What follows belongs to an exercise in optimizing a design on an open flow for small area, a short achievable clock period and few clock cycles; a production flow would make more cautious choices. No run shown here included a check of the RTL's function; only the layout flow was run. Power figures rest on the tool's default switching activity, not on a simulated workload.

===== design/flow/run.sh =====
#!/bin/bash
# synth_recipe.tcl (not shown) runs the flow's synth.tcl, then flattens the netlist and writes it again
# the make line also repeats each setting of config.mk as NAME=value (left out here)
make -C /OpenROAD-flow-scripts/flow DESIGN_CONFIG=/design/flow/config.mk WORK_HOME=/design/flow/orfs CLKGATE_MAP_FILE= SYNTH_SCRIPT=/design/flow/synth_recipe.tcl finish

===== design/flow/config.mk =====
export PLATFORM = sky130hd
export DESIGN_NAME = MPQ
export DESIGN_NICKNAME = MPQ
export VERILOG_FILES = /design/flow/design.v
export SDC_FILE = /design/flow/constraint.sdc
export NUM_CORES = 4
export LEC_CHECK = 0
export ABC_AREA = 1
export CAP_MARGIN = 20
export CORE_MARGIN = 2
export CORE_UTILIZATION = 35
export SETUP_SLACK_MARGIN = 5
export SLEW_MARGIN = 20

===== design/flow/constraint.sdc =====
create_clock -name core_clock -period 10.0 [get_ports {clk}]
set_input_delay 2.0000 -clock core_clock [delete_from_list [all_inputs] [get_ports {clk}]]
set_output_delay 2.0000 -clock core_clock [all_outputs]
set_load 0.01 [all_outputs]

===== design/flow/design.v =====
module MPQ(
    input clk,
    input rst,
    input data_valid,
    input [7:0] data,
    input cmd_valid,
    input [2:0] cmd,
    input [7:0] index,
    input [7:0] value,
    output reg busy,
    output reg RAM_valid,
    output [7:0] RAM_A,
    output [7:0] RAM_D,
    output reg done
);
    function gt8;
        input [7:0] a, b;
        reg [7:0] g, ge;
        reg [3:0] g2, ge2;
        reg [1:0] g4, ge4;
        integer k;
        begin
            g  = a & ~b;
            ge = a | ~b;
            for (k = 0; k < 4; k = k + 1) begin
                g2[k]  = g[2*k+1] | (ge[2*k+1] & g[2*k]);
                ge2[k] = g[2*k+1] | (ge[2*k+1] & ge[2*k]);
            end
            for (k = 0; k < 2; k = k + 1) begin
                g4[k]  = g2[2*k+1] | (ge2[2*k+1] & g2[2*k]);
                ge4[k] = g2[2*k+1] | (ge2[2*k+1] & ge2[2*k]);
            end
            gt8 = g4[1] | (ge4[1] & g4[0]);
        end
    endfunction
    reg [7:0] A [1:15];
    reg [3:0] size;
    reg       started;
    reg       m_upd;    
    reg       m_sup;    
    reg       m_ins;    
    reg       m_ext;    
    reg       m_stA;    
    reg [1:0] bph;      
    reg       m_hp;     
    reg       m_sdn;    
    reg [3:0]  pos;     
    reg [7:0]  vv;      
    reg [3:0]  sz;      
    reg [15:0] p;       
    integer j;
    wire accept = cmd_valid & ~busy & started & ~data_valid;
    reg [3:0] size_n;
    always @(*) begin
        if (data_valid | m_ins)
            size_n = size + 4'd1;
        else if (m_ext)
            size_n = size - 4'd1;
        else
            size_n = size;
    end
    wire wr_acc  = accept & (cmd == 3'd4);
    wire p_le1   = p[0] | p[1];
    wire wr_cont = RAM_valid & ~p_le1;
    always @(posedge clk or posedge rst) begin
        if (rst) begin
            size <= 4'd0;
            started <= 1'b0;
            m_upd <= 1'b0;
            m_sup <= 1'b0;
            m_ins <= 1'b0;
            m_ext <= 1'b0;
            m_stA <= 1'b0;
            bph <= 2'd0;
            m_hp <= 1'b0;
            m_sdn <= 1'b0;
            busy <= 1'b0;
            RAM_valid <= 1'b0;
            done <= 1'b0;
        end else begin
            size <= size_n;
            if (data_valid)
                started <= 1'b1;
            m_upd <= data_valid | (accept & ((cmd == 3'd2) | (cmd == 3'd3)));
            m_sup <= accept & ((cmd == 3'd2) | (cmd == 3'd3));
            m_ins <= accept & (cmd == 3'd3);
            m_ext <= accept & (cmd == 3'd1);
            m_stA <= accept & (cmd == 3'd0);
            bph <= m_stA ? 2'd1 : (bph == 2'd1) ? 2'd2 : (bph == 2'd2) ? 2'd3 : 2'd0;
            m_hp <= m_stA | (bph == 2'd1) | (bph == 2'd2);
            m_sdn <= (accept & ((cmd == 3'd0) | (cmd == 3'd1))) | m_stA |
                     (bph == 2'd1) | (bph == 2'd2);
            busy <= (accept & (cmd == 3'd0)) | m_stA | (bph == 2'd1) |
                    (wr_acc & (size_n > 4'd1)) | (RAM_valid & ~p_le1 & ~p[2]);
            RAM_valid <= (wr_acc & (size_n != 4'd0)) | wr_cont;
            done <= (wr_acc & (size_n <= 4'd1)) | (RAM_valid & p[2]);
        end
    end
    always @(posedge clk) begin
        vv <= data_valid ? data : value;
        pos <= data_valid ? size_n : (cmd == 3'd3) ? size_n + 4'd1 : index[3:0];
        sz <= (accept & (cmd == 3'd1)) ? size_n - 4'd1 : size_n;
        if (wr_cont)
            p <= {1'b0, p[15:1]};
        else if (data_valid | (accept & ((cmd == 3'd2) | (cmd == 3'd3))))
            p <= 16'd1;
        else if (m_stA)
            p <= 16'd1 << 3;
        else if (bph == 2'd1)
            p <= 16'd1 << 2;
        else if (bph == 2'd2)
            p <= 16'd1 << 1;
        else
            p <= 16'd1 << size_n;
    end
    reg [7:0] NV;
    reg [3:0] ra;
    always @(*) begin
        NV = {8{p[0]}} & vv;
        ra = 4'd0;
        for (j = 1; j <= 15; j = j + 1) begin
            NV = NV | ({8{p[j]}} & A[j]);
            ra = ra | ({4{p[j]}} & (j - 1));
        end
    end
    assign RAM_D = NV;
    assign RAM_A = {4'd0, ra};
    reg        rs  [1:7];    
    reg        lv  [1:7];    
    reg [7:0]  mcv [1:7];    
    reg        root[1:7];
    reg        onc [1:15];   
    reg        go  [1:7];    
    always @(*) begin
        for (j = 1; j <= 7; j = j + 1) begin
            lv[j]  = (2*j <= sz);
            rs[j]  = (2*j+1 <= sz) && gt8(A[2*j+1], A[2*j]);
            mcv[j] = rs[j] ? A[2*j+1] : A[2*j];
        end
        root[1] = m_ext | (m_hp & p[1]);
        root[2] = m_hp & p[2];
        root[3] = m_hp & p[3];
        onc[1]  = root[1];
        go[1]   = onc[1] & lv[1] & gt8(mcv[1], NV);
        onc[2]  = root[2] | (go[1] & ~rs[1]);
        go[2]   = onc[2] & lv[2] & gt8(mcv[2], NV);
        onc[3]  = root[3] | (go[1] & rs[1]);
        go[3]   = onc[3] & lv[3] & gt8(mcv[3], NV);
        for (j = 4; j <= 7; j = j + 1) begin
            root[j] = m_stA;
            onc[j]  = m_stA | (go[j/2] & (rs[j/2] == j[0]));
            go[j]   = onc[j] & lv[j] & gt8(mcv[j], m_stA ? A[j] : NV);
        end
        for (j = 8; j <= 15; j = j + 1)
            onc[j] = go[j/2] & (rs[j/2] == j[0]);
    end
    reg        su [1:7];
    reg        m1, m2, m3;
    wire [3:0] a1 = {1'b0, pos[3:1]};
    wire [3:0] a2 = {2'b0, pos[3:2]};
    wire       a3 = pos[3];
    always @(*) begin
        for (j = 1; j <= 7; j = j + 1)
            su[j] = gt8(vv, A[j]);
        m1 = m_sup && (a1 != 4'd0) && su[a1];
        m2 = m1 && (a2 != 4'd0) && su[a2];
        m3 = m2 && a3 && su[1];
    end
    reg        en   [1:15];
    reg        upch [1:15];   
    reg        dnpa [1:15];   
    always @(*) begin
        for (j = 1; j <= 15; j = j + 1) begin
            upch[j] = (j <= 7) && m_sdn && onc[j] && go[j];
            dnpa[j] = (j > 1) && ((m_sup && ((pos == j && m1) || (a1 == j && m2) || (a2 == j && m3))) ||
                                  (j >= 8 && m_stA && onc[j]));
            en[j]   = (m_upd && (pos == j || (m1 && a1 == j) || (m2 && a2 == j) || (m3 && j == 1))) ||
                      (m_sdn && onc[j] && (j >= 8 || go[j] || !root[j] || (j == 1 && m_ext)));
        end
    end
    always @(posedge clk) begin
        for (j = 1; j <= 15; j = j + 1)
            if (en[j])
                A[j] <= upch[j] ? mcv[j] : dnpa[j] ? A[j/2] : NV;
    end
endmodule

==> qor.txt, run 1 <==
Sequential share of power - 24.4%
Nets - 2,199
DR pass1 iterations - 9
Vias per cell - 5.82
Post-route cell area - 15,200 µm²
DRC violations left - 0
Synth Cell Area - 13,700 µm²
Worst setup SP type - register
Iteration-0 DRC Markers - 2,222
Share of cells above drive strength 1 - 6.69%
Synth-to-Final Area Change - 10.9%
LEAKAGE - 7.21 nW
Final hold violations - 0
Post-DP Area - 14,500 µm²
IO buf count - 41
EDFF count, synth - 120
I/O pin count - 50
DIE WIDTH - 202 µm
Switching Power - 2.75 mW
Post-synth cell types - 55
Peak supply drop - 154 µV
CTS clock-pin slew for the worst setup and hold paths - 80 ps
Data arrival time of the critical path - 3010 ps
Worst reg2reg path startpoint - p[4]$_DFF_P_
#FFs+latches synth - 169
Overall power - 5.04 mW
Via Count - 15,600
Clock sink count - 169
Tmin final - 5010 ps
Fmax - 200 MHz
Vias in the first global route - 14,300
DRT Wirelength - 65,000 µm
CTS buffer count - 17
Gr ovfl total - 0
Site Rows - 72
Starting Density - 35.5%
Class of the worst hold path - register to register
Launch point of the worst path - p[4]$_DFF_P_
Warnings from Yosys - 13
Worst-Margin Slew - 1080 ps
Clock skew - 21.2 ps
Worst skew pair latency - 480 ps
Req. time, crit path - 8000 ps
Slew HR - 27.5%
CTS tree - yes
Total global routing track utilization - 31.5%
Share of the core filled with cells - 39.4%
Critical path capture point type - output pin
Sequential cell area fraction in the yosys report - 34.0%
WL per Instance - 24.2 µm
Critical path fanouts, max - 7
Setup ws final - 4990 ps
Logic pwr share - 61.5%
Type of the worst setup path - register to output pin
Core Area - 38,600 µm²
Die Ht - 202 µm
Post-DP HPWL - 49,100 µm
Slew Limit Fails - 0
Async S/R FF share, synth - 10.1%
Initial antenna violation count - 0
Die area - 40,800 µm²
Min-Delay Startpoint - started$_DFFE_PP0P_
RSZ-0062 raised after global routing - false
Placed cell count - 2,647
Number of cells in the finished layout apart from fillers - 2,688
Clock power share - 14.1%
# setup viols final - 0
Main synth FF type - edfxtp_1
H-tree levels - 4
CTS max path bufs - 2
Largest net degree at the start of global routing - 49
Net switching fraction of the power - 54.6%
GPL Wtd Cong - 1.04
Pwr Density - 331 nW/µm²
Clock Root Buffer - clkbuf_16
Cells after Synth - 2,139
First-pass GRT wire length - 93,500 µm
Worst hold slack - 449 ps
Final TNS setup - 0 ps
Syn avg cell area - 6.41 µm²
Final period util - 50.1%
Pre-CTS setup slack - 4990 ps
Status - no timing/DRC/antenna violations
MaxCap Viol Count - 0
Routed Antenna Nets - 0
Pint - 2.29 mW
==> path summary, 6_finish.rpt <==
path	endpoint	slack, ps	cells past startpoint
hold reg to reg	started$_DFFE_PP0P_	450	2
setup reg to reg	A[5][3]$_DFFE_PP_	5130	18
min in group asynchronous	m_upd$_DFF_PP0_	1910	2
hold / removal	started$_DFFE_PP0P_	450	2
max in group asynchronous	m_hp$_DFF_PP0_	7650	2
setup / recovery	RAM_D[0]	4990	5
==> flip-flops by register name, summed over array words and instances, names as in the netlist, 2 cells and up <==
register,flops
bph,2
p,16
sz,4
A,120
vv,8
size,4
pos,4
==> layer usage <==
| metal | GRT usage (%) | vias to the layer above | routed length [µm] |
|---|---|---|---|
| met5 | 0 | - | 0 |
| met3 | 8.71 | 247 | 7920 |
| met4 | 18.6 | 0 | 4170 |
| met1 | 39.7 | 7203 | 24900 |
| li1 | - | 7141 | - |
| met2 | 48.2 | 1052 | 28000 |
==> final cells by class <==
| class | instances | area [µm²] |
|---|---|---|
| Antenna cell | 1 | 2.50 |
| Clock buffer | 17 | 425 |
| Clock inverter | 15 | 196 |
| Fill cell | 4162 | 23400 |
| Inverter | 240 | 901 |
| Multi-Input combinational cell | 1664 | 7780 |
| Sequential cell | 169 | 4670 |
| Tap cell | 518 | 648 |
| Timing Repair Buffer | 64 | 583 |
==> cell families (layout without fill, tap and decap cells) <==
| group | Yosys count | after routing | synth area share (%) |
|---|---|---|---|
| XOR/XNOR | 5 | 5 | 0.319 |
| AO/OA/AOI/OAI | 345 | 345 | 15.0 |
| buffers and inverters | 309 | 336 | 9.31 |
| AND/OR/NAND/NOR | 1296 | 1296 | 40.1 |
| multiplexers | 2 | 2 | 0.146 |
| other | 1 | 5 | 0.0273 |
| flip-flops | 169 | 169 | 34.0 |
| adder cells (fa/ha/maj) | 12 | 12 | 1.09 |
==> power groups by stage <==
stage               Clock [mW]  Sequential, mW  Combinational, mW
detailed placement           0            1.23               2.93
global placement             0            1.23               2.90
global route             0.742            1.23               3.36
finish                   0.712            1.23               3.10
CTS                      0.715            1.22               2.99
floorplan                    0            1.11               1.98
==> what timing repair did <==
item,4_1_cts,5_1_grt
endpoints found under the hold margin,0,0
setup buffers,8,0
setup endpoints to repair,13,0
hold buffers,0,0
resized for setup,1,0
==> placed cells by master, fill, tap and decap left out, types with 3 or more instances in the layout <==
cell type,Yosys,final
nand2_1,846,846
inv_1,217,217
nand3_1,205,205
o21ai_0,161,161
edfxtp_1,120,120
nor2_1,112,112
o22ai_1,47,47
nand4_1,45,45
clkdlybuf4s50_1,0,41
nand2_2,38,38
a21oi_1,38,38
dfxtp_1,32,31
o21ai_1,28,28
buf_4,10,23
inv_2,20,20
dfrtp_1,17,17
clkbuf_16,0,17
nor3_1,14,14
o211ai_1,14,14
ha_1,12,12
nand3b_1,9,9
o221ai_1,8,8
a221oi_1,7,7
o2111ai_1,6,6
or2_1,6,6
nand3_2,6,6
a21boi_0,5,5
a21boi_1,5,5
o21ai_2,5,5
xor2_1,5,5
o21a_1,4,4
conb_1,1,4
clkinv_8,0,4
clkinv_1,3,3
a221oi_2,3,3
nand4_2,3,3
and2_1,3,3
inv_8,0,3
inv_6,0,3
==> synthesized netlist by cell type, types with 17 or more instances <==
cell	count	area [µm²]
a21oi_1	38	190
buf_2	21	105
clkbuf_1	29	109
dfrtp_1	17	425
dfxtp_1	32	641
edfxtp_1	120	3600
inv_1	217	815
inv_2	20	75.1
nand2_1	846	3180
nand2_2	38	238
nand3_1	205	1030
nand4_1	45	282
nor2_1	112	420
o21ai_0	161	806
o21ai_1	28	140
o22ai_1	47	294
==> worst max-delay path, stage by stage (launching register included) <==
cell	delay (ps)
dfxtp_1	630
inv_1	360
o2111ai_1	300
nor2_1	130
nand2_1	460
clkdlybuf4s50_1	650
==> inputs of run 2 (changes only) <==
--- a/design/flow/config.mk
+++ b/design/flow/config.mk
@@ -10,3 +10,3 @@
 export CORE_MARGIN = 2
-export CORE_UTILIZATION = 35
+export CORE_UTILIZATION = 60
 export SETUP_SLACK_MARGIN = 5
==> run 2 against run 1 <==
Net effect:
- sequential share of layout area grew 0.78 points
- count of clock-buffer cells in the layout is the same
- critical path depth is the same
- synthesized area is the same
- die area shrank 41%
- cell area shrank 2.5%
- register-to-register slack gained 410 ps
- critical endpoint is now RAM_D[1]
- largest cell class unchanged
==> qor.txt, run 2 <==
Main combinational cell family by area after synthesis - simple AND/OR/NAND/NOR gates (unchanged)
Simple-Gate Fraction of Synth Area - 40.1% (unchanged)
Commonest non-fill, non-tap cells in the layout - nand2_1, inv_1, nand3_1 (unchanged)
Count leader, synth - nand2_1 (unchanged)
Total global routing track utilization - 49.0% (was 31.5%)
DRT Wirelength - 59,200 µm (was 65,000 µm)
DR pass1 iterations - 10 (was 9)
GPL Wtd Cong - 1.09 (was 1.04)
CTS buffer count - 17 (unchanged)
Synth area leader - edfxtp_1 (unchanged)
Biggest regs - A (120), p (16), vv (8) (unchanged)
Pwr Density - 336 nW/µm² (was 331 nW/µm²)
Main synth FF type - edfxtp_1 (unchanged)
Site Rows - 55 (was 72)
CTS max path bufs - 2 (unchanged)
Clock sink count - 169 (unchanged)
LEAKAGE - 7.17 nW (was 7.21 nW)
DRC violations left - 0 (unchanged)
RSZ-0062 raised after global routing - false (unchanged)
Crit-path slowest cell - clkdlybuf4s50_1 (unchanged)
Via Count - 16,300 (was 15,600)
Worst setup SP type - register (unchanged)
Register Area - 4670 µm² (about the same)
CTS tree - yes (unchanged)
Multi-input gate area - 7780 µm² (about the same)
Sequential cell area fraction in the yosys report - 34.0% (unchanged)
Data arrival time of the critical path - 3080 ps (was 3010 ps)
Post-DP Area - 14,200 µm² (was 14,500 µm²)
CTS clock-pin slew for the worst setup and hold paths - 70 ps (was 80 ps)
Type of the worst setup path - register to output pin (unchanged)
Gr ovfl total - 0 (unchanged)
Syn avg cell area - 6.41 µm² (unchanged)
DIE WIDTH - 155 µm (was 202 µm)
Status - no timing/DRC/antenna violations (unchanged)
Adder-Cell Fraction of Synth Area - 1.09% (unchanged)
# setup viols final - 0 (unchanged)
Hold Buf Count CTS - 0 (unchanged)
Max reg flops - 120 (unchanged)
Logic pwr share - 61.4% (was 61.5%)
Final period util - 50.8% (was 50.1%)
Warnings from Yosys - 13 (unchanged)
Net switching fraction of the power - 55.1% (was 54.6%)
Post-synth top area share - 26.3% (unchanged)
Routed Antenna Nets - 0 (unchanged)
Largest Register - A (unchanged)
Final hold violations - 0 (unchanged)
CP cell instances - inv_1 -> o2111ai_1 -> nor2_1 -> nand2_2 -> clkdlybuf4s50_1 (was inv_1 -> o2111ai_1 -> nor2_1 -> nand2_1 -> clkdlybuf4s50_1)
Initial antenna violation count - 1 (was 0)
Critical path capture point type - output pin (unchanged)
Iteration-0 DRC Markers - 2,911 (was 2,222)
I/O pin count - 50 (unchanged)
Commonest cells post-synth - nand2_1, inv_1, nand3_1, o21ai_0, edfxtp_1 (unchanged)
Switching Power - 2.75 mW (about the same)
Post-synth cell types - 55 (unchanged)
Synth Cell Area - 13,700 µm² (unchanged)
Vias per cell - 6.63 (was 5.82)
Commonest non-fill, non-tap cell in the layout - nand2_1 (unchanged)
XOR/XNOR Fraction of Synth Area - 0.319% (unchanged)
Compound-Gate Fraction of Synth Area - 15.0% (unchanged)
Post-route cell area - 14,800 µm² (was 15,200 µm²)
Worst reg2reg path startpoint - p[2]$_DFF_P_ (was p[4]$_DFF_P_)
Nets - 2,194 (was 2,199)
Starting Density - 60.8% (was 35.5%)
Sequential share of power - 24.9% (was 24.4%)
Total of fill cells in the finished design - 2,105 (was 4,162)
Clock skew - 16.1 ps (was 21.2 ps)
MaxCap Viol Count - 0 (unchanged)
Die area - 24,100 µm² (was 40,800 µm²)
Critical path fanouts, max - 19 (was 7)
Dominant cells by area after synthesis - edfxtp_1, nand2_1, nand3_1 (unchanged)
First-pass GRT wire length - 86,900 µm (was 93,500 µm)
Vias in the first global route - 14,500 (was 14,300)
Fmax - 197 MHz (was 200 MHz)
Clock Root Buffer - clkbuf_16 (unchanged)
Class of the worst hold path - register to register (unchanged)
Final TNS setup - 0 ps (unchanged)
Peak supply drop - 220 µV (was 154 µV)
Req. time, crit path - 8000 ps (about the same)
Worst-Margin Slew - 1020 ps (was 1080 ps)
Async S/R FF share, synth - 10.1% (unchanged)
Mux cell area share after synthesis - 0.146% (unchanged)
Clock power share - 13.7% (was 14.1%)
Overall power - 4.99 mW (was 5.04 mW)
CP peak stage delay - 690 ps (was 650 ps)
EDFF count, synth - 120 (unchanged)
Post-DP HPWL - 43,800 µm (was 49,100 µm)
Largest net degree at the start of global routing - 49 (unchanged)
Die Ht - 155 µm (was 202 µm)
WL per Instance - 24.2 µm (about the same)
Slew Limit Fails - 0 (unchanged)
Launch point of the worst path - p[2]$_DFF_P_ (was p[4]$_DFF_P_)
Cells after Synth - 2,139 (unchanged)
Slew HR - 32.0% (was 27.5%)
Synth-to-Final Area Change - 8.15% (was 10.9%)
Core Area - 22,600 µm² (was 38,600 µm²)
Worst skew pair latency - 450 ps (was 480 ps)
H-tree levels - 4 (unchanged)
IO buf count - 41 (unchanged)
Min-Delay Startpoint - started$_DFFE_PP0P_ (unchanged)
#FFs+latches synth - 169 (unchanged)
Share of cells above drive strength 1 - 6.42% (was 6.69%)
Tmin final - 5080 ps (was 5010 ps)
Pint - 2.24 mW (was 2.29 mW)
[run 2: cell counts after synthesis]
Identical to the previous run, type by type.
[run 2: cell type report]
cell class | instances | area share, %
multi-input cells | 1664 | 52.5
flip-flops and latches | 169 | 31.5
inverters | 240 | 6.07
repair buffers | 59 | 3.68
clock buffers | 17 | 2.87
well taps | 285 | 2.40
clock inverters | 15 | 1.00
diodes | 1 | 0.0169
[run 2: power groups by stage]
stage / logic (mW) / registers [mW] / clock network [mW]
finish: 3.06 / 1.24 / 0.685
global placement: 2.77 / 1.23 / 0
floorplan: 1.98 / 1.11 / 0
CTS: 2.86 / 1.22 / 0.665
detailed placement: 2.84 / 1.23 / 0
global route: 3.29 / 1.23 / 0.691
[run 2: what timing repair did]
item                       4_1_cts  5_1_grt
buffers inserted                 1        4
gates resized for setup          0        1
setup endpoints to repair        1        9
[run 2: critical path, delay by kind of cell (launching register included)]
kind                   cells  cell delay [ps]
AOI/OAI and AO/OA          1              290
and+or+nand+nor            2              650
buffers and inverters      2             1070
DFF                        1              610
[run 2: metal layers]
layer | wire length, µm | global-route usage (%)
met4 | 5030 | 30.8
met2 | 23400 | 70.6
met1 | 20400 | 62.7
met3 | 10300 | 17.4
met5 | 43 | 0
[run 2: worst paths after layout]
kind                                       endpoint  slack (ps)  cells past startpoint
worst max-delay path                       RAM_D[1]        4920                      5
worst min-delay path            started$_DFFE_PP0P_         450                      2
worst max register to register    A[5][6]$_DFFE_PP_        5540                     18
worst min register to register  started$_DFFE_PP0P_         450                      2
max in group asynchronous       started$_DFFE_PP0P_        7630                      2
min in group asynchronous         size[2]$_DFF_PP0_        1930                      2
[run 2: cell families after synthesis]
family,count (synthesis)
buf+inv,309
mux,2
other cells,1
compound gates,345
xor+xnor,5
simple gates,1296
fa+ha+maj,12
flops,169
[run 2: through the flow]
step,cells,utilization (%),hold slack (ps),worst slack [ps]
2_1_floorplan,2142,-,414,6390
3_3_place_gp,2412,63.0,430,5050
3_5_place_dp,2412,63.0,440,4930
4_1_cts,2445,65.6,456,5030
5_1_grt,2449,65.7,475,5010
6_report,2450,65.7,454,4920
==> inputs of run 3 (changes only) <==
--- a/design/flow/design.v
+++ b/design/flow/design.v
@@ -33,2 +33,22 @@
             gt8 = g4[1] | (ge4[1] & g4[0]);
+        end
+    endfunction
+    function [1:0] cmp8;
+        input [7:0] a, b;
+        reg [7:0] g, ge;
+        reg [3:0] g2, ge2;
+        reg [1:0] g4, ge4;
+        integer k;
+        begin
+            g  = a & ~b;
+            ge = a | ~b;
+            for (k = 0; k < 4; k = k + 1) begin
+                g2[k]  = g[2*k+1] | (ge[2*k+1] & g[2*k]);
+                ge2[k] = g[2*k+1] | (ge[2*k+1] & ge[2*k]);
+            end
+            for (k = 0; k < 2; k = k + 1) begin
+                g4[k]  = g2[2*k+1] | (ge2[2*k+1] & g2[2*k]);
+                ge4[k] = g2[2*k+1] | (ge2[2*k+1] & ge2[2*k]);
+            end
+            cmp8 = {g4[1] | (ge4[1] & g4[0]), g4[1] | (ge4[1] & ge4[0])};
         end
@@ -101,3 +121,6 @@
         pos <= data_valid ? size_n : (cmd == 3'd3) ? size_n + 4'd1 : index[3:0];
-        sz <= (accept & (cmd == 3'd1)) ? size_n - 4'd1 : size_n;
+        if (accept & ((cmd == 3'd2) | (cmd == 3'd3)))
+            sz <= 4'd0;
+        else
+            sz <= (accept & (cmd == 3'd1)) ? size_n - 4'd1 : size_n;
         if (wr_cont)
@@ -133,6 +156,13 @@
     reg        go  [1:7];    
-    always @(*) begin
+    reg [1:0]  cm  [1:7];    
+    reg        fr  [1:7];    
+    always @(*) begin
+        fr[1] = m_sup & ((pos[3] & pos[2]) | (~pos[3] & pos[2] & pos[1]) | (~pos[3] & ~pos[2] & pos[1] & pos[0]));
+        fr[2] = m_sup & ((pos[3:2] == 2'b10) & pos[1] | (pos[3:1] == 3'b010) & pos[0]);
+        fr[3] = m_sup & ((pos[3:2] == 2'b11) & pos[1] | (pos[3:1] == 3'b011) & pos[0]);
+        for (j = 4; j <= 7; j = j + 1)
+            fr[j] = m_sup & (pos[3:1] == j) & pos[0];
         for (j = 1; j <= 7; j = j + 1) begin
             lv[j]  = (2*j <= sz);
-            rs[j]  = (2*j+1 <= sz) && gt8(A[2*j+1], A[2*j]);
+            rs[j]  = ((2*j+1 <= sz) && gt8(A[2*j+1], A[2*j])) || fr[j];
             mcv[j] = rs[j] ? A[2*j+1] : A[2*j];
@@ -142,8 +172,10 @@
         root[3] = m_hp & p[3];
+        for (j = 1; j <= 7; j = j + 1)
+            cm[j] = cmp8(mcv[j], (j >= 4 && m_stA) ? A[j] : NV);
         onc[1]  = root[1];
-        go[1]   = onc[1] & lv[1] & gt8(mcv[1], NV);
+        go[1]   = onc[1] & lv[1] & cm[1][1];
         onc[2]  = root[2] | (go[1] & ~rs[1]);
-        go[2]   = onc[2] & lv[2] & gt8(mcv[2], NV);
+        go[2]   = onc[2] & lv[2] & cm[2][1];
         onc[3]  = root[3] | (go[1] & rs[1]);
-        go[3]   = onc[3] & lv[3] & gt8(mcv[3], NV);
+        go[3]   = onc[3] & lv[3] & cm[3][1];
         for (j = 4; j <= 7; j = j + 1) begin
@@ -151,3 +183,3 @@
             onc[j]  = m_stA | (go[j/2] & (rs[j/2] == j[0]));
-            go[j]   = onc[j] & lv[j] & gt8(mcv[j], m_stA ? A[j] : NV);
+            go[j]   = onc[j] & lv[j] & cm[j][1];
         end
@@ -162,4 +194,5 @@
     always @(*) begin
-        for (j = 1; j <= 7; j = j + 1)
-            su[j] = gt8(vv, A[j]);
+        su[1] = gt8(vv, A[1]);
+        for (j = 2; j <= 7; j = j + 1)
+            su[j] = ~cm[j/2][0];
         m1 = m_sup && (a1 != 4'd0) && su[a1];
--- a/design/flow/config.mk
+++ b/design/flow/config.mk
@@ -10,3 +10,3 @@
 export CORE_MARGIN = 2
-export CORE_UTILIZATION = 60
+export CORE_UTILIZATION = 35
 export SETUP_SLACK_MARGIN = 5
==> run 3 against run 2 <==
Net effect:
- critical path depth grew 15
- synthesized area is 3.8% lower
- maximum frequency grew 3.0%
- clock skew increased by 4.5 ps
- wire length rose by 5.3%
- worst setup slack better by 150 ps
- non-clock buffer count increased by 3
- count of clock-buffer cells in the layout grew 4
- register-to-register slack worse by 480 ps
- sequential share of layout area rose by 0.19 points
- utilization decreased by 26 points
- sequential power decreased by 9%
- highest routed layer is now met4
==> qor.txt, run 3 <==
Commonest cells post-synth - nand2_1, nand3_1, inv_1, edfxtp_1, o21ai_0 (was nand2_1, inv_1, nand3_1, o21ai_0, edfxtp_1)
XOR/XNOR Fraction of Synth Area - 0.0664% (was 0.319%)
Post-DP HPWL - 47,500 µm (was 43,800 µm)
H-tree levels - 4 (unchanged)
Tmin final - 4940 ps (was 5080 ps)
Gr ovfl total - 0 (unchanged)
Status - no timing/DRC/antenna violations (unchanged)
Commonest non-fill, non-tap cell in the layout - nand2_1 (unchanged)
Max reg flops - 120 (unchanged)
Core Area - 37,400 µm² (was 22,600 µm²)
Critical path capture point type - register (was output pin)
Req. time, crit path - 10,120 ps (was 8000 ps)
Sequential cell area fraction in the yosys report - 35.4% (was 34.0%)
Main combinational cell family by area after synthesis - simple AND/OR/NAND/NOR gates (unchanged)
Post-synth cell types - 51 (was 55)
LEAKAGE - 7.02 nW (was 7.17 nW)
Site Rows - 71 (was 55)
Initial antenna violation count - 0 (was 1)
Routed Antenna Nets - 0 (unchanged)
Data arrival time of the critical path - 5060 ps (was 3080 ps)
Via Count - 14,800 (was 16,300)
DRC violations left - 0 (unchanged)
Syn avg cell area - 6.51 µm² (was 6.41 µm²)
Warnings from Yosys - 15 (was 13)
Slew HR - 31.4% (was 32.0%)
Placed cell count - 2,545 (was 2,412)
I/O pin count - 50 (unchanged)
DIE WIDTH - 198 µm (was 155 µm)
Iteration-0 DRC Markers - 2,360 (was 2,911)
Synth-to-Final Area Change - 11.7% (was 8.15%)
EDFF count, synth - 120 (unchanged)
Antenna Diode Count - 0 (was 1)
Worst-Margin Slew - 1030 ps (was 1020 ps)
Share of cells above drive strength 1 - 6.87% (was 6.42%)
IO buf count - 41 (unchanged)
Clock Root Buffer - clkbuf_16 (unchanged)
Final hold violations - 0 (unchanged)
Adder-Cell Fraction of Synth Area - 1.14% (was 1.09%)
Hold Buf Count CTS - 0 (unchanged)
Vias in the first global route - 13,600 (was 14,500)
Peak supply drop - 197 µV (was 220 µV)
Vias per cell - 5.73 (was 6.63)
Total global routing track utilization - 32.2% (was 49.0%)
MaxCap Viol Count - 0 (unchanged)
Number of cells in the finished layout apart from fillers - 2,579 (was 2,450)
Largest net degree at the start of global routing - 47 (was 49)
Mux cell area share after synthesis - 0% (was 0.146%)
Type of the worst setup path - register to register (was register to output pin)
#FFs+latches synth - 169 (unchanged)
Async S/R FF share, synth - 10.1% (unchanged)
Post-synth top area share - 27.3% (was 26.3%)
Starting Density - 35.3% (was 60.8%)
Cells after Synth - 2,028 (was 2,139)
Count leader, synth - nand2_1 (unchanged)
Class of the worst hold path - register to register (unchanged)
Nets - 2,098 (was 2,194)
Overall power - 4.36 mW (was 4.99 mW)
Clock skew - 20.6 ps (was 16.1 ps)
Worst setup SP type - register (unchanged)
GPL Wtd Cong - 1.10 (was 1.09)
Fmax - 202 MHz (was 197 MHz)
Post-route cell area - 14,700 µm² (was 14,800 µm²)
Clock sink count - 169 (unchanged)
Biggest regs - A (120), p (16), vv (8) (unchanged)
Dominant cells by area after synthesis - edfxtp_1, nand2_1, nand3_1 (unchanged)
Commonest non-fill, non-tap cells in the layout - nand2_1, nand3_1, inv_1 (was nand2_1, inv_1, nand3_1)
Synth area leader - edfxtp_1 (unchanged)
CTS tree - yes (unchanged)
Compound-Gate Fraction of Synth Area - 13.0% (was 15.0%)
Final period util - 49.4% (was 50.8%)
CTS clock-pin slew for the worst setup and hold paths - 60 ps (was 70 ps)
Synth Cell Area - 13,200 µm² (was 13,700 µm²)
Largest Register - A (unchanged)
Simple-Gate Fraction of Synth Area - 41.6% (was 40.1%)
CTS buffer count - 17 (unchanged)
Total of fill cells in the finished design - 4,085 (was 2,105)
Setup ws final - 5060 ps (was 4920 ps)
DR pass1 iterations - 6 (was 10)
Slew Limit Fails - 0 (unchanged)
RSZ-0062 raised after global routing - false (unchanged)
First-pass GRT wire length - 89,400 µm (was 86,900 µm)
Main synth FF type - edfxtp_1 (unchanged)
Pre-CTS setup slack - 4460 ps (was 4930 ps)
Worst skew pair latency - 480 ps (was 450 ps)
Critical path fanouts, max - 12 (was 19)
Pwr Density - 296 nW/µm² (was 336 nW/µm²)
Post-DP Area - 14,100 µm² (was 14,200 µm²)
# setup viols final - 0 (unchanged)
WL per Instance - 24.2 µm (about the same)
DRT Wirelength - 62,300 µm (was 59,200 µm)
Die Ht - 198 µm (was 155 µm)
Final TNS setup - 0 ps (unchanged)
Die area - 39,300 µm² (was 24,100 µm²)
CTS max path bufs - 2 (unchanged)
==> run 3: cell type report <==
| cell class | instances | area, µm² | area share, % |
|---|---|---|---|
| tap | 511 | 639 | 4.34 |
| clock buffer | 21 | 472 | 3.20 |
| timing repair buffer | 62 | 568 | 3.85 |
| clock inverter | 11 | 108 | 0.730 |
| multi-input combinational | 1577 | 7430 | 50.4 |
| sequential | 169 | 4670 | 31.7 |
| inverter | 228 | 858 | 5.82 |
==> run 3: layer usage <==
metal / share of wire (%) / track usage, % / routed length (µm) / vias to the layer above
met5: 0 / 0 / 0 / -
met4: 7.0 / 20.3 / 4340 / 0
met3: 11 / 5.96 / 7040 / 216
met2: 41 / 47.4 / 25800 / 961
met1: 40 / 43.4 / 25200 / 6869
li1: - / - / - / 6744
==> run 3: cell families (layout without fill, tap and decap cells) <==
group / after synthesis / count (layout)
compound gates: 287 / 287
fa+ha+maj: 12 / 12
flops: 169 / 169
simple gates: 1273 / 1273
buf+inv: 285 / 322
xor+xnor: 1 / 1
other cells: 1 / 4
==> run 3: power by group <==
group          leakage (nW)  total, mW  internal, mW  switching (mW)
clock network         0.285      0.681         0.368           0.313
registers              1.57       1.13         0.961           0.168
logic                  5.17       2.55         0.750            1.80
total                  7.02       4.36          2.08            2.29
==> run 3: path summary, 6_finish.rpt <==
| kind | startpoint | to | slack, ps | cells past startpoint |
|---|---|---|---|---|
| hold / removal | started$_DFFE_PP0P_ | started$_DFFE_PP0P_ | 460 | 2 |
| setup / recovery | pos[0]$_DFF_P_ | A[2][1]$_DFFE_PP_ | 5060 | 20 |
| min in group asynchronous | rst | done$_DFF_PP0_ | 1910 | 2 |
| setup reg to reg | pos[0]$_DFF_P_ | A[2][1]$_DFFE_PP_ | 5060 | 20 |
| hold reg to reg | started$_DFFE_PP0P_ | started$_DFFE_PP0P_ | 460 | 2 |
| max in group asynchronous | rst | m_sup$_DFF_PP0_ | 7670 | 2 |
==> run 3: what timing repair did <==
| item | 4_1_cts | 5_1_grt |
|---|---|---|
| setup endpoints to repair | 50 | 96 |
| gates resized for setup | 6 | 8 |
| pin swaps | 1 | 0 |
| setup buffers | 2 | 0 |
==> run 3: stage by stage <==
step | hold WS [ps] | utilization [%]
CTS | 471 | 39.4
floorplan | 422 | -
global route | 485 | 39.4
finish | 462 | 39.4
global placement | 442 | 37.7
detailed placement | 454 | 37.7
==> run 3: worst max-delay path: stages, from the launching register on <==
cell and delay, ps:
dfxtp_2 570, inv_2 260, nor2_1 440, nand2_1 250
nand2_1 190, nand2_1 300, nand2_2 330, nand2_1 80
nand2_1 130, nand2_1 110, nand2_1 90, nand2_1 70
a21oi_1 200, nand3_1 180, nand3_1 120, nand3_1 110
nor2_4 420, inv_1 180, nor2_1 110, o21ai_0 80
nand3_1 320
==> inputs of run 4 (changes only) <==
==> design/flow/flow/run.sh (new file) <==
#!/bin/bash
set -euo pipefail
bash standard.sh SETUP_SLACK_MARGIN=6 finish > make_finish.log 2>&1
==> design/flow/standard.sh (new file) <==
#!/bin/bash
# synth_recipe.tcl (not shown) runs the flow's synth.tcl, then flattens the netlist and writes it again
# the make line also repeats each setting of config.mk as NAME=value (left out here)
make -C /OpenROAD-flow-scripts/flow DESIGN_CONFIG=/design/flow/config.mk WORK_HOME=/design/flow/orfs CLKGATE_MAP_FILE= SYNTH_SCRIPT=/design/flow/synth_recipe.tcl "${@:-finish}"
--- a/design/flow/config.mk
+++ b/design/flow/config.mk
@@ -11,3 +11,2 @@
 export CORE_UTILIZATION = 35
-export SETUP_SLACK_MARGIN = 5
 export SLEW_MARGIN = 20
removed: design/flow/run.sh
==> run 4 against run 3 <==
Net effect:
- critical path depth fell by 15
- clock skew fell by 2.8 ps
- count of clock-buffer cells in the layout did not move
- die area did not move
- first-iteration DRC count fell by 7.7%
- combinational power rose by 15%
- final cell count rose by 4.5%
- maximum frequency rose by 24%
- via count rose by 4.4%
- critical endpoint is now RAM_A[2]
- largest power group unchanged
- highest routed layer is now met5
==> qor.txt, run 4 <==
GPL Wtd Cong - 1.10 (unchanged)
Nets - 2,213 (was 2,098)
Crit-path slowest cell - clkdlybuf4s50_1 (was dfxtp_2)
Starting Density - 35.3% (unchanged)
Type of the worst setup path - register to output pin (was register to register)
Logic pwr share - 62.1% (was 58.5%)
Final TNS setup - 0 ps (unchanged)
Main synth FF type - edfxtp_1 (unchanged)
Synth area leader - edfxtp_1 (unchanged)
IO buf count - 41 (unchanged)
Post-DP HPWL - 47,500 µm (unchanged)
Critical path fanouts, max - 7 (was 12)
# setup viols final - 0 (unchanged)
Hold path depth - 2 (unchanged)
CP cell instances - clkinvlp_4 -> nand2_1 -> nor3_1 -> nand2_1 -> clkdlybuf4s50_1 (was inv_2 -> nor2_1 -> nand2_1 -> nand2_1 -> nand2_1 -> nand2_2 -> nand2_1 -> nand2_1 -> nand2_1 -> nand2_1 -> nand2_1 -> a21oi_1 -> nand3_1 -> nand3_1 -> nand3_1 -> nor2_4 -> inv_1 -> nor2_1 -> o21ai_0 -> nand3_1)
Worst Hold Endpoint - started$_DFFE_PP0P_ (unchanged)
Commonest cells post-synth - nand2_1, nand3_1, inv_1, edfxtp_1, o21ai_0 (unchanged)
Final period util - 39.8% (was 49.4%)
Worst setup SP type - register (unchanged)
Overall power - 4.74 mW (was 4.36 mW)
Req. time, crit path - 8000 ps (was 10,120 ps)
Net switching fraction of the power - 51.8% (was 52.4%)
Vias per cell - 5.73 (about the same)
Switching Power - 2.45 mW (was 2.29 mW)
CTS buffer count - 17 (unchanged)
DRC violations left - 0 (unchanged)
Min-Delay Startpoint - started$_DFFE_PP0P_ (unchanged)
Final hold violations - 0 (unchanged)
Worst path most repeated cell - nand2_1 (unchanged)
Die area - 39,300 µm² (unchanged)
CP bufs+invs - 2 (unchanged)
Slew Limit Fails - 0 (unchanged)
Slew HR - 35.8% (was 31.4%)
WL per Instance - 24.6 µm (was 24.2 µm)
Max reg flops - 120 (unchanged)
Synth-to-Final Area Change - 23.5% (was 11.7%)
Pwr Density - 291 nW/µm² (was 296 nW/µm²)
Dominant cells by area after synthesis - edfxtp_1, nand2_1, nand3_1 (unchanged)
Largest Register - A (unchanged)
EDFF count, synth - 120 (unchanged)
Post-synth top area share - 27.3% (unchanged)
Syn avg cell area - 6.51 µm² (unchanged)
Site Rows - 71 (unchanged)
MaxCap Viol Count - 0 (unchanged)
First-pass GRT wire length - 94,000 µm (was 89,400 µm)
#FFs+latches synth - 169 (unchanged)
Worst skew pair latency - 470 ps (was 480 ps)
Worst reg2reg path startpoint - A[1][2]$_DFFE_PP_ (was pos[0]$_DFF_P_)
Peak supply drop - 174 µV (was 197 µV)
Fmax - 251 MHz (was 202 MHz)
Post-synth cell types - 51 (unchanged)
CTS tree - yes (unchanged)
Warnings from Yosys - 15 (unchanged)
DR pass1 iterations - 6 (unchanged)
Hold Buf Count CTS - 0 (unchanged)
Via Count - 15,400 (was 14,800)
Clock sink count - 169 (unchanged)
R2R Setup Slk - 6050 ps (was 5060 ps)
Synth Cell Area - 13,200 µm² (unchanged)
Total global routing track utilization - 34.0% (was 32.2%)
Sequential cell area fraction in the yosys report - 35.4% (unchanged)
Sequential share of power - 23.6% (was 25.9%)
Clock power share - 14.4% (was 15.6%)
Biggest regs - A (120), p (16), vv (8) (unchanged)
Vias in the first global route - 14,100 (was 13,600)
Clock Root Buffer - clkbuf_16 (unchanged)
Pint - 2.29 mW (was 2.08 mW)
Commonest non-fill, non-tap cells in the layout - nand2_1, nand3_1, inv_1 (unchanged)
R2r worst-path depth - 17 (was 20)
Initial antenna violation count - 4 (was 0)
Core Area - 37,400 µm² (unchanged)
Cells after Synth - 2,028 (unchanged)
Die Ht - 198 µm (unchanged)
I/O pin count - 50 (unchanged)
Clock skew - 17.8 ps (was 20.6 ps)
Tmin final - 3980 ps (was 4940 ps)
CP peak stage delay - 560 ps (was 570 ps)
Count leader, synth - nand2_1 (unchanged)
Routed Antenna Nets - 0 (unchanged)
Cell family with most CP delay - buffers and inverters (was simple AND/OR/NAND/NOR gates)
Commonest non-fill, non-tap cell in the layout - nand2_1 (unchanged)
H-tree levels - 4 (unchanged)
Share of cells above drive strength 1 - 16.6% (was 6.87%)
Async S/R FF share, synth - 10.1% (unchanged)
Gr ovfl total - 0 (unchanged)
DIE WIDTH - 198 µm (unchanged)
LEAKAGE - 7.76 nW (was 7.02 nW)
Critical path capture point type - output pin (was register)
CTS clock-pin slew for the worst setup and hold paths - 70 ps (was 60 ps)
Largest net degree at the start of global routing - 47 (unchanged)
RSZ-0062 raised after global routing - true (was false)
DRT Wirelength - 66,300 µm (was 62,300 µm)
Iteration-0 DRC Markers - 2,178 (was 2,360)
Data arrival time of the critical path - 1980 ps (was 5060 ps)
FF-to-FF End - A[14][4]$_DFFE_PP_ (was A[2][1]$_DFFE_PP_)
Worst-Margin Slew - 959 ps (was 1030 ps)
CTS max path bufs - 2 (unchanged)
Status - no timing/DRC/antenna violations (unchanged)
Class of the worst hold path - register to register (unchanged)
[run 4: changes by cell type in the layout (fill, tap and decap cells not counted), sizes merged]
cell | previous run | this run
buf | 21 | 136
clkinvlp | 1 | 16
inv | 232 | 217
clkdlybuf4s50 | 41 | 31
clkbuf | 21 | 27
clkdlybuf4s15 | 0 | 2
diode | 0 | 2
dlygate4sd2 | 0 | 1
dlymetal6s2s | 0 | 1
[run 4: worst min-delay path, cell delays in order, from the launching register on]
cell and delay (ps):
dfrtp_1 330, inv_1 50, nand2_1 60
[run 4: cells by family after synthesis]
group,share of synthesized area [%]
AND/OR/NAND/NOR,41.6
AO/OA/AOI/OAI,13.0
buffers and inverters,8.72
flip-flops,35.4
adder cells (fa/ha/maj),1.14
XOR/XNOR,0.0664
other,0.0284
[run 4: worst max path at each step]
stage	slack [ps]	cells past startpoint	endpoint	startpoint
global placement	4500	16	A[14][7]$_DFFE_PP_	A[4][0]$_DFFE_PP_
finish	6020	5	RAM_A[2]	p[8]$_DFF_P_
global route	5980	25	A[9][0]$_DFFE_PP_	A[2][6]$_DFFE_PP_
floorplan	6390	10	p[3]$_DFF_P_	data_valid
CTS	5740	6	RAM_D[0]	A[6][0]$_DFFE_PP_
detailed placement	4460	18	A[14][5]$_DFFE_PP_	A[2][0]$_DFFE_PP_
[run 4: power by group through the flow]
stage               Clock, mW  Combinational (mW)  Sequential (mW)
floorplan                   0                1.59             1.04
global placement            0                2.41             1.13
detailed placement          0                2.43             1.13
CTS                     0.686                2.70             1.11
global route            0.712                3.13             1.12
finish                  0.681                2.94             1.12
[run 4: layout make-up]
class	instances	area [µm²]
multi-input cells	1577	7860
repair buffers	177	1580
well taps	511	639
inverters	228	930
diodes	2	5.00
fillers	3972	21100
flip-flops and latches	169	4710
clock inverters	11	108
clock buffers	21	472
[run 4: timing repair]
action / in CTS / in global routing
gates resized for setup: 144 / 77
endpoints found under the setup margin: 269 / 249
pin swaps: 27 / 18
buffers inserted: 72 / 45
[run 4: per-stage QoR]
step | hold WS (ps) | utilization, % | instances | setup slack (ps) | instance area, µm²
4_1_cts | 471 | 42.0 | 2649 | 5740 | 15700
6_report | 462 | 43.6 | 2696 | 6020 | 16300
3_3_place_gp | 442 | 37.7 | 2545 | 4500 | 14100
5_1_grt | 485 | 43.6 | 2694 | 5980 | 16300
2_1_floorplan | 422 | - | 2031 | 6390 | 13200
3_5_place_dp | 454 | 37.7 | 2545 | 4460 | 14100
[run 4: per-layer routing]
metal,global-route usage (%),part of all wire (%),vias to the layer above
li1,-,-,6980
met1,45.2,39,7185
met2,48.9,41,1018
met3,7.39,12,254
met4,23.7,7.9,4
met5,0,0.041,-
==> inputs of run 5 (changes only) <==
==> design/flow/flow/run.sh (replaced) <==
#!/bin/bash
set -euo pipefail
bash standard.sh SETUP_SLACK_MARGIN=6.5 finish > make_finish.log 2>&1
==> run 5 against run 4 <==
Net effect:
- still clean
- highest routed layer unchanged
- critical path type unchanged
- wire length increased by 7.0%
- combinational power is 19% higher
- worst setup slack worse by 90 ps
==> qor.txt, run 5 <==
Antenna Diode Count - 0 (was 2)
Req. time, crit path - 8000 ps (about the same)
Critical path capture point type - output pin (unchanged)
Data arrival time of the critical path - 2070 ps (was 1980 ps)
Class of the worst hold path - register to register (unchanged)
Die Ht - 198 µm (unchanged)
Number of cells in the finished layout apart from fillers - 2,858 (was 2,696)
#FFs+latches synth - 169 (unchanged)
RSZ-0062 raised after global routing - true (unchanged)
GPL Wtd Cong - 1.05 (was 1.10)
# setup viols final - 0 (unchanged)
Worst hold slack - 477 ps (was 462 ps)
Gr ovfl total - 0 (unchanged)
LEAKAGE - 9.13 nW (was 7.76 nW)
Placed cell count - 2,541 (was 2,545)
Final period util - 40.7% (was 39.8%)
Worst setup SP type - register (unchanged)
Overall power - 5.31 mW (was 4.74 mW)
Sequential share of power - 21.2% (was 23.6%)
Biggest regs - A (120), p (16), vv (8) (unchanged)
Starting Density - 35.3% (unchanged)
Count leader, synth - nand2_1 (unchanged)
Peak supply drop - 203 µV (was 174 µV)
Site Rows - 71 (unchanged)
Synth Cell Area - 13,200 µm² (unchanged)
WL per Instance - 24.8 µm (was 24.6 µm)
Type of the worst setup path - register to output pin (unchanged)
Clock power share - 12.8% (was 14.4%)
First-pass GRT wire length - 99,300 µm (was 94,000 µm)
CTS tree - yes (unchanged)
Nets - 2,377 (was 2,213)
Dominant cells by area after synthesis - edfxtp_1, nand2_1, nand3_1 (unchanged)
I/O pin count - 50 (unchanged)
Main synth FF type - edfxtp_1 (unchanged)
Iteration-0 DRC Markers - 2,297 (was 2,178)
CTS max path bufs - 2 (unchanged)
Largest net degree at the start of global routing - 47 (unchanged)
Cells after Synth - 2,028 (unchanged)
Clock skew - 24.9 ps (was 17.8 ps)
H-tree levels - 4 (unchanged)
Pwr Density - 273 nW/µm² (was 291 nW/µm²)
Post-synth cell types - 51 (unchanged)
Final hold violations - 0 (unchanged)
Status - no timing/DRC/antenna violations (unchanged)
MaxCap Viol Count - 0 (unchanged)
Post-DP HPWL - 47,400 µm (was 47,500 µm)
Fmax - 246 MHz (was 251 MHz)
Worst-Margin Slew - 1250 ps (was 959 ps)
Net switching fraction of the power - 51.8% (about the same)
Switching Power - 2.75 mW (was 2.45 mW)
Tmin final - 4070 ps (was 3980 ps)
Vias in the first global route - 15,000 (was 14,100)
CTS buffer count - 17 (unchanged)
Vias per cell - 5.80 (was 5.73)
Initial antenna violation count - 0 (was 4)
Commonest non-fill, non-tap cell in the layout - nand2_1 (unchanged)
Slew HR - 15.9% (was 35.8%)
Logic pwr share - 66.1% (was 62.1%)
Commonest cells post-synth - nand2_1, nand3_1, inv_1, edfxtp_1, o21ai_0 (unchanged)
Post-synth top area share - 27.3% (unchanged)
Min-Delay Startpoint - started$_DFFE_PP0P_ (unchanged)
Worst reg2reg path startpoint - A[5][0]$_DFFE_PP_ (was A[1][2]$_DFFE_PP_)
EDFF count, synth - 120 (unchanged)
Synth-to-Final Area Change - 47.1% (was 23.5%)
Pre-CTS setup slack - 4410 ps (was 4460 ps)
DRC violations left - 0 (unchanged)
Sequential cell area fraction in the yosys report - 35.4% (unchanged)
Die area - 39,300 µm² (unchanged)
Clock sink count - 169 (unchanged)
Critical path fanouts, max - 4 (was 7)
Final TNS setup - 0 ps (unchanged)
Routed Antenna Nets - 0 (unchanged)
DRT Wirelength - 70,900 µm (was 66,300 µm)
Syn avg cell area - 6.51 µm² (unchanged)
DIE WIDTH - 198 µm (unchanged)
Warnings from Yosys - 15 (unchanged)
Largest Register - A (unchanged)
IO buf count - 41 (unchanged)
Hold Buf Count CTS - 0 (unchanged)
Core Area - 37,400 µm² (unchanged)
CTS clock-pin slew for the worst setup and hold paths - 70 ps (about the same)
Max reg flops - 120 (unchanged)
Slew Limit Fails - 0 (unchanged)
Launch point of the worst path - A[2][3]$_DFFE_PP_ (was p[8]$_DFF_P_)
Share of cells above drive strength 1 - 33.2% (was 16.6%)
Total global routing track utilization - 35.7% (was 34.0%)
Clock Root Buffer - clkbuf_16 (unchanged)
Commonest non-fill, non-tap cells in the layout - nand2_1, buf_4, inv_1 (was nand2_1, nand3_1, inv_1)
Pint - 2.56 mW (was 2.29 mW)
Synth area leader - edfxtp_1 (unchanged)
Via Count - 16,600 (was 15,400)
Setup ws final - 5930 ps (was 6020 ps)
Worst skew pair latency - 490 ps (was 470 ps)
Async S/R FF share, synth - 10.1% (unchanged)
DR pass1 iterations - 9 (was 6)
==> run 5: changes by cell type in the layout (fill, tap and decap cells not counted), moves of 13 or more <==
cell,change
nand2_4,+18
nand2_2,+89
inv_1,-13
o21ai_2,+14
nand3_1,-61
buf_6,+59
buf_4,+79
nand2_1,-123
o21ai_0,-26
nand3_2,+56
nand2_8,+28
==> run 5: area by class of cell <==
class	instances	area, µm²
clock buffer	17	425
timing repair inverter	1	16.3
tap	511	639
timing repair buffer	323	3060
sequential	169	4730
inverter	228	957
clock inverter	15	151
fill	3576	18000
multi-input combinational	1594	9430
==> run 5: worst paths after layout <==
path	endpoint	slack (ps)	cells after the start
worst max-delay path	RAM_D[3]	5930	4
worst min-delay path	started$_DFFE_PP0P_	480	2
worst max register to register	A[5][3]$_DFFE_PP_	6040	26
worst min register to register	started$_DFFE_PP0P_	480	2
max in group asynchronous	m_sup$_DFF_PP0_	7630	2
min in group asynchronous	bph[1]$_DFF_PP0_	1900	2
==> run 5: stage by stage <==
| step | area, µm² | utilization, % |
|---|---|---|
| finish | 19400 | 51.9 |
| global route | 19400 | 51.9 |
| CTS | 17800 | 47.7 |
| detailed placement | 14100 | 37.6 |
| global placement | 14100 | 37.6 |
| floorplan | 13200 | - |
==> run 5: logic make-up (layout without fill, tap and decap cells) <==
logic type | count (synthesis) | in the layout | share of synthesized area, %
flip-flops | 169 | 169 | 35.4
other | 1 | 4 | 0.0284
AO/OA/AOI/OAI | 287 | 288 | 13.0
buffers and inverters | 285 | 584 | 8.72
adder cells (fa/ha/maj) | 12 | 12 | 1.14
AND/OR/NAND/NOR | 1273 | 1289 | 41.6
XOR/XNOR | 1 | 1 | 0.0664
==> run 5: critical path: stages (launching register included) <==
cell and delay [ps]:
edfxtp_1 540, a221oi_2 470, nand4_1 260, buf_6 210, buf_6 110
==> run 5: power by group through the flow <==
stage	Combinational [mW]	Clock, mW	Sequential (mW)
floorplan	1.59	0	1.04
global placement	2.37	0	1.14
detailed placement	2.40	0	1.14
CTS	3.06	0.684	1.11
global route	3.70	0.707	1.12
finish	3.50	0.679	1.12
==> run 5: layer usage <==
layer	global-route usage, %	vias up	part of all wire [%]
met1	45.7	7747	38
li1	-	7356	-
met3	11.3	333	13
met2	51.8	1136	41
met5	0	-	0.079
met4	23.1	2	8.1
==> run 5: repair_timing <==
item                                    CTS  global route
setup buffers                           206            61
endpoints found under the setup margin  277           261
gates resized for setup                 437           260
gates cloned                             13             5
pin swaps                               105           116
==> inputs of run 6 (changes only) <==
==> design/flow/flow/run.sh (replaced) <==
#!/bin/bash
set -euo pipefail
bash standard.sh SETUP_SLACK_MARGIN=7 finish > make_finish.log 2>&1
==> run 6 against run 5 <==
Net effect:
- die area is the same
- critical path depth grew 2
- largest power group unchanged
- sequential cell count is the same
- critical path type unchanged
==> qor.txt, run 6 <==
CP bufs+invs - 3 (was 2)
#FFs+latches synth - 169 (unchanged)
Routed Antenna Nets - 0 (unchanged)
Sequential share of power - 19.7% (was 21.2%)
H-tree levels - 4 (unchanged)
Synth-to-Final Area Change - 53.2% (was 47.1%)
Vias in the first global route - 14,900 (was 15,000)
MaxCap Viol Count - 0 (unchanged)
Total of fill cells in the finished design - 3,476 (was 3,576)
Req. time, crit path - 8000 ps (about the same)
Met2 usage - 51.4% (was 51.8%)
Commonest non-fill, non-tap cell in the layout - nand2_1 (unchanged)
Cell family with most CP delay - flip-flops (unchanged)
Stages on the worst setup path - 6 (was 4)
DRT Wirelength - 72,000 µm (was 70,900 µm)
I/O pin count - 50 (unchanged)
Final hold violations - 0 (unchanged)
FF-to-FF End - A[15][7]$_DFFE_PP_ (was A[5][3]$_DFFE_PP_)
Final period util - 40.1% (was 40.7%)
GR Layer Usage met3 - 10.9% (was 11.3%)
Synth Cell Area - 13,200 µm² (unchanged)
Final TNS setup - 0 ps (unchanged)
# setup viols final - 0 (unchanged)
LEAKAGE - 9.38 nW (was 9.13 nW)
CTS clock-pin slew for the worst setup and hold paths - 80 ps (was 70 ps)
CP peak stage delay - 450 ps (was 540 ps)
Gr ovfl total - 0 (unchanged)
R2R Setup Slk - 6130 ps (was 6040 ps)
IO buf count - 41 (unchanged)
Iteration-0 DRC Markers - 2,507 (was 2,297)
RSZ-0062 raised after global routing - true (unchanged)
First-pass GRT wire length - 97,900 µm (was 99,300 µm)
CTS max path bufs - 2 (unchanged)
Pwr Density - 285 nW/µm² (was 273 nW/µm²)
Commonest non-fill, non-tap cells in the layout - nand2_1, buf_4, inv_1 (unchanged)
DRC violations left - 0 (unchanged)
EDFF count, synth - 120 (unchanged)
Clock skew - 16.5 ps (was 24.9 ps)
Status - no timing/DRC/antenna violations (unchanged)
Cells after Synth - 2,028 (unchanged)
Synth area leader - edfxtp_1 (unchanged)
Type of the worst setup path - register to output pin (unchanged)
Die area - 39,300 µm² (unchanged)
Clock Root Buffer - clkbuf_16 (unchanged)
Core Area - 37,400 µm² (unchanged)
Register Area - 4730 µm² (about the same)
Launch point of the worst path - p[15]$_SDFF_PP0_ (was A[2][3]$_DFFE_PP_)
Dominant cells by area after synthesis - edfxtp_1, nand2_1, nand3_1 (unchanged)
Largest net degree at the start of global routing - 47 (unchanged)
Class of the worst hold path - register to register (unchanged)
Critical path fanouts, max - 8 (was 4)
Placed cell count - 2,539 (was 2,541)
Sequential cell area fraction in the yosys report - 35.4% (unchanged)
Main synth FF type - edfxtp_1 (unchanged)
Worst reg2reg path startpoint - A[6][2]$_DFFE_PP_ (was A[5][0]$_DFFE_PP_)
Die Ht - 198 µm (unchanged)
Worst Setup EP - RAM_D[7] (was RAM_D[3])
Number of cells in the finished layout apart from fillers - 2,869 (was 2,858)
Clock sink count - 169 (unchanged)
Most used routing layer - met2 (unchanged)
Multi-input gate area - 10,100 µm² (was 9430 µm²)
Slew HR - 25.3% (was 15.9%)
Peak supply drop - 149 µV (was 203 µV)
Logic pwr share - 67.9% (was 66.1%)
Count leader, synth - nand2_1 (unchanged)
Post-synth top area share - 27.3% (unchanged)
Slew Limit Fails - 0 (unchanged)
Total global routing track utilization - 35.1% (was 35.7%)
Met1 Use GR - 44.6% (was 45.7%)
R2r worst-path depth - 26 (unchanged)
Site Rows - 71 (unchanged)
Initial antenna violation count - 1 (was 0)
Worst setup SP type - register (unchanged)
Data arrival time of the critical path - 2010 ps (was 2070 ps)
Crit-path slowest cell - dfxtp_2 (was edfxtp_1)
Critical path capture point type - output pin (unchanged)
Commonest cells post-synth - nand2_1, nand3_1, inv_1, edfxtp_1, o21ai_0 (unchanged)
Warnings from Yosys - 15 (unchanged)
DIE WIDTH - 198 µm (unchanged)
WL per Instance - 25.1 µm (was 24.8 µm)
Largest Register - A (unchanged)
DR pass1 iterations - 8 (was 9)
CTS buffer count - 17 (unchanged)
Net switching fraction of the power - 51.7% (was 51.8%)
Vias per cell - 5.88 (was 5.80)
Post-DP HPWL - 46,500 µm (was 47,400 µm)
Starting Density - 35.3% (unchanged)
Biggest regs - A (120), p (16), vv (8) (unchanged)
Fmax - 250 MHz (was 246 MHz)
Hold Buf Count CTS - 0 (unchanged)
Max reg flops - 120 (unchanged)
CP cell instances - inv_2 -> o21ai_0 -> nor2_1 -> nand4_1 -> buf_8 -> buf_6 (was a221oi_2 -> nand4_1 -> buf_6 -> buf_6)
Worst-Margin Slew - 1110 ps (was 1250 ps)
Async S/R FF share, synth - 10.1% (unchanged)
Post-synth cell types - 51 (unchanged)
Worst skew pair latency - 480 ps (was 490 ps)
Syn avg cell area - 6.51 µm² (unchanged)
GPL Wtd Cong - 1.08 (was 1.05)
Clock power share - 12.4% (was 12.8%)
Antenna Diode Count - 0 (unchanged)
Tmin final - 4010 ps (was 4070 ps)
Via Count - 16,900 (was 16,600)
Pint - 2.79 mW (was 2.56 mW)
Switching Power - 2.99 mW (was 2.75 mW)
Nets - 2,388 (was 2,377)
CTS tree - yes (unchanged)
Share of cells above drive strength 1 - 38.0% (was 33.2%)
run 6: cell type report:
type                       count  share of cell area, %
multi-input combinational   1595                   50.0
sequential                   169                   23.4
timing repair buffer         332                   15.3
inverter                     228                   4.92
tap                          511                   3.16
clock buffer                  19                   2.35
clock inverter                13                  0.668
timing repair inverter         2                  0.229
run 6: power groups by stage:
stage / Clock [mW] / Sequential (mW) / Combinational, mW
after global placement: 0 / 1.14 / 2.43
after global routing: 0.740 / 1.14 / 4.10
after floorplan: 0 / 1.04 / 1.69
final: 0.715 / 1.14 / 3.92
after CTS: 0.713 / 1.12 / 3.15
after detailed placement: 0 / 1.14 / 2.47
run 6: timing repair:
action,CTS,global route
pin swaps,117,128
buffers inserted,166,111
endpoints found under the setup margin,301,276
cloned,11,10
resized for setup,488,326
run 6: cells by family after synthesis:
logic type               count (synthesis)  synth area share (%)
XOR/XNOR                                 1                0.0664
AO/OA/AOI/OAI                          287                  13.0
other                                    1                0.0284
buffers and inverters                  285                  8.72
flip-flops                             169                  35.4
adder cells (fa/ha/maj)                 12                  1.14
AND/OR/NAND/NOR                       1273                  41.6
run 6: routing by layer:
layer	up-vias	part of all wire [%]
met1	7800	36
li1	7387	-
met2	1295	41
met4	2	8.7
met5	-	0.015
met3	378	14
run 6: tightest hold or removal path, delay by kind of cell, from the launching register on:
kind	cells	cell delay [ps]
simple gates	1	70
buf+inv	1	70
flops	1	330
run 6: worst min-delay path by stage:
stage | depth (start not counted) | endpoint | slack (ps) | startpoint
finish | 2 | started$_DFFE_PP0P_ | 490 | started$_DFFE_PP0P_
floorplan | 2 | started$_DFFE_PP0P_ | 450 | started$_DFFE_PP0P_
CTS | 2 | started$_DFFE_PP0P_ | 490 | started$_DFFE_PP0P_
detailed placement | 2 | started$_DFFE_PP0P_ | 470 | started$_DFFE_PP0P_
global route | 2 | started$_DFFE_PP0P_ | 520 | started$_DFFE_PP0P_
global placement | 2 | started$_DFFE_PP0P_ | 470 | started$_DFFE_PP0P_
run 6: metrics by stage:
| step | utilization, % | area (µm²) | hold WS [ps] | total power, mW | setup WS, ps |
|---|---|---|---|---|---|
| after floorplan | - | 13600 | 452 | 2.73 | 6750 |
| after global placement | 38.4 | 14400 | 468 | 3.58 | 5030 |
| after detailed placement | 38.4 | 14400 | 475 | 3.61 | 5000 |
| after CTS | 47.9 | 17900 | 494 | 4.99 | 6070 |
| after global routing | 54.1 | 20200 | 524 | 5.97 | 5970 |
| final | 54.1 | 20200 | 493 | 5.77 | 5990 |

static timing again, ports no longer ideal:
Ports are ideal in the flow. The routed layouts listed here were re-timed in OpenROAD. Step 1 sets driving cells, clkbuf_16 on the clock port and buf_2 on the other inputs (assumed; they add their load-dependent delay and slew). Step 2 moves the port delays by t, midway between the first and last clock arrival at a register: inputs arrive t later, outputs are due t later. That takes back most of the time a late clock gives input paths. a / b / c = ideal ports / drivers / drivers and shift; a / b = the first two.
run | t, ns | slack for setup (ns) | hold slack, ns | latest minus earliest clock arrival (ns)
run 1 | 0.526 | 4.994 / 4.939 / 4.967 | 0.449 / 0.449 / 0.449 | 0.021 / 0.021
run 2 | 0.496 | 4.915 / 4.864 / 4.784 | 0.454 / 0.454 / 0.454 | 0.016 / 0.016
run 3 | 0.518 | 5.061 / 5.021 / 5.061 | 0.462 / 0.462 / 0.462 | 0.020 / 0.020
run 4 | 0.516 | 6.018 / 5.964 / 5.695 | 0.462 / 0.462 / 0.462 | 0.018 / 0.018
run 5 | 0.534 | 5.928 / 5.875 / 6.036 | 0.477 / 0.477 / 0.477 | 0.025 / 0.025
run 6 | 0.520 | 5.992 / 5.939 / 6.128 | 0.493 / 0.493 / 0.493 | 0.017 / 0.017
After both steps setup and hold are still met in every run listed. For run 4, which loses most, drivers alone change the setup slack by -0.054 ns; drivers and shift together by -0.323 ns.
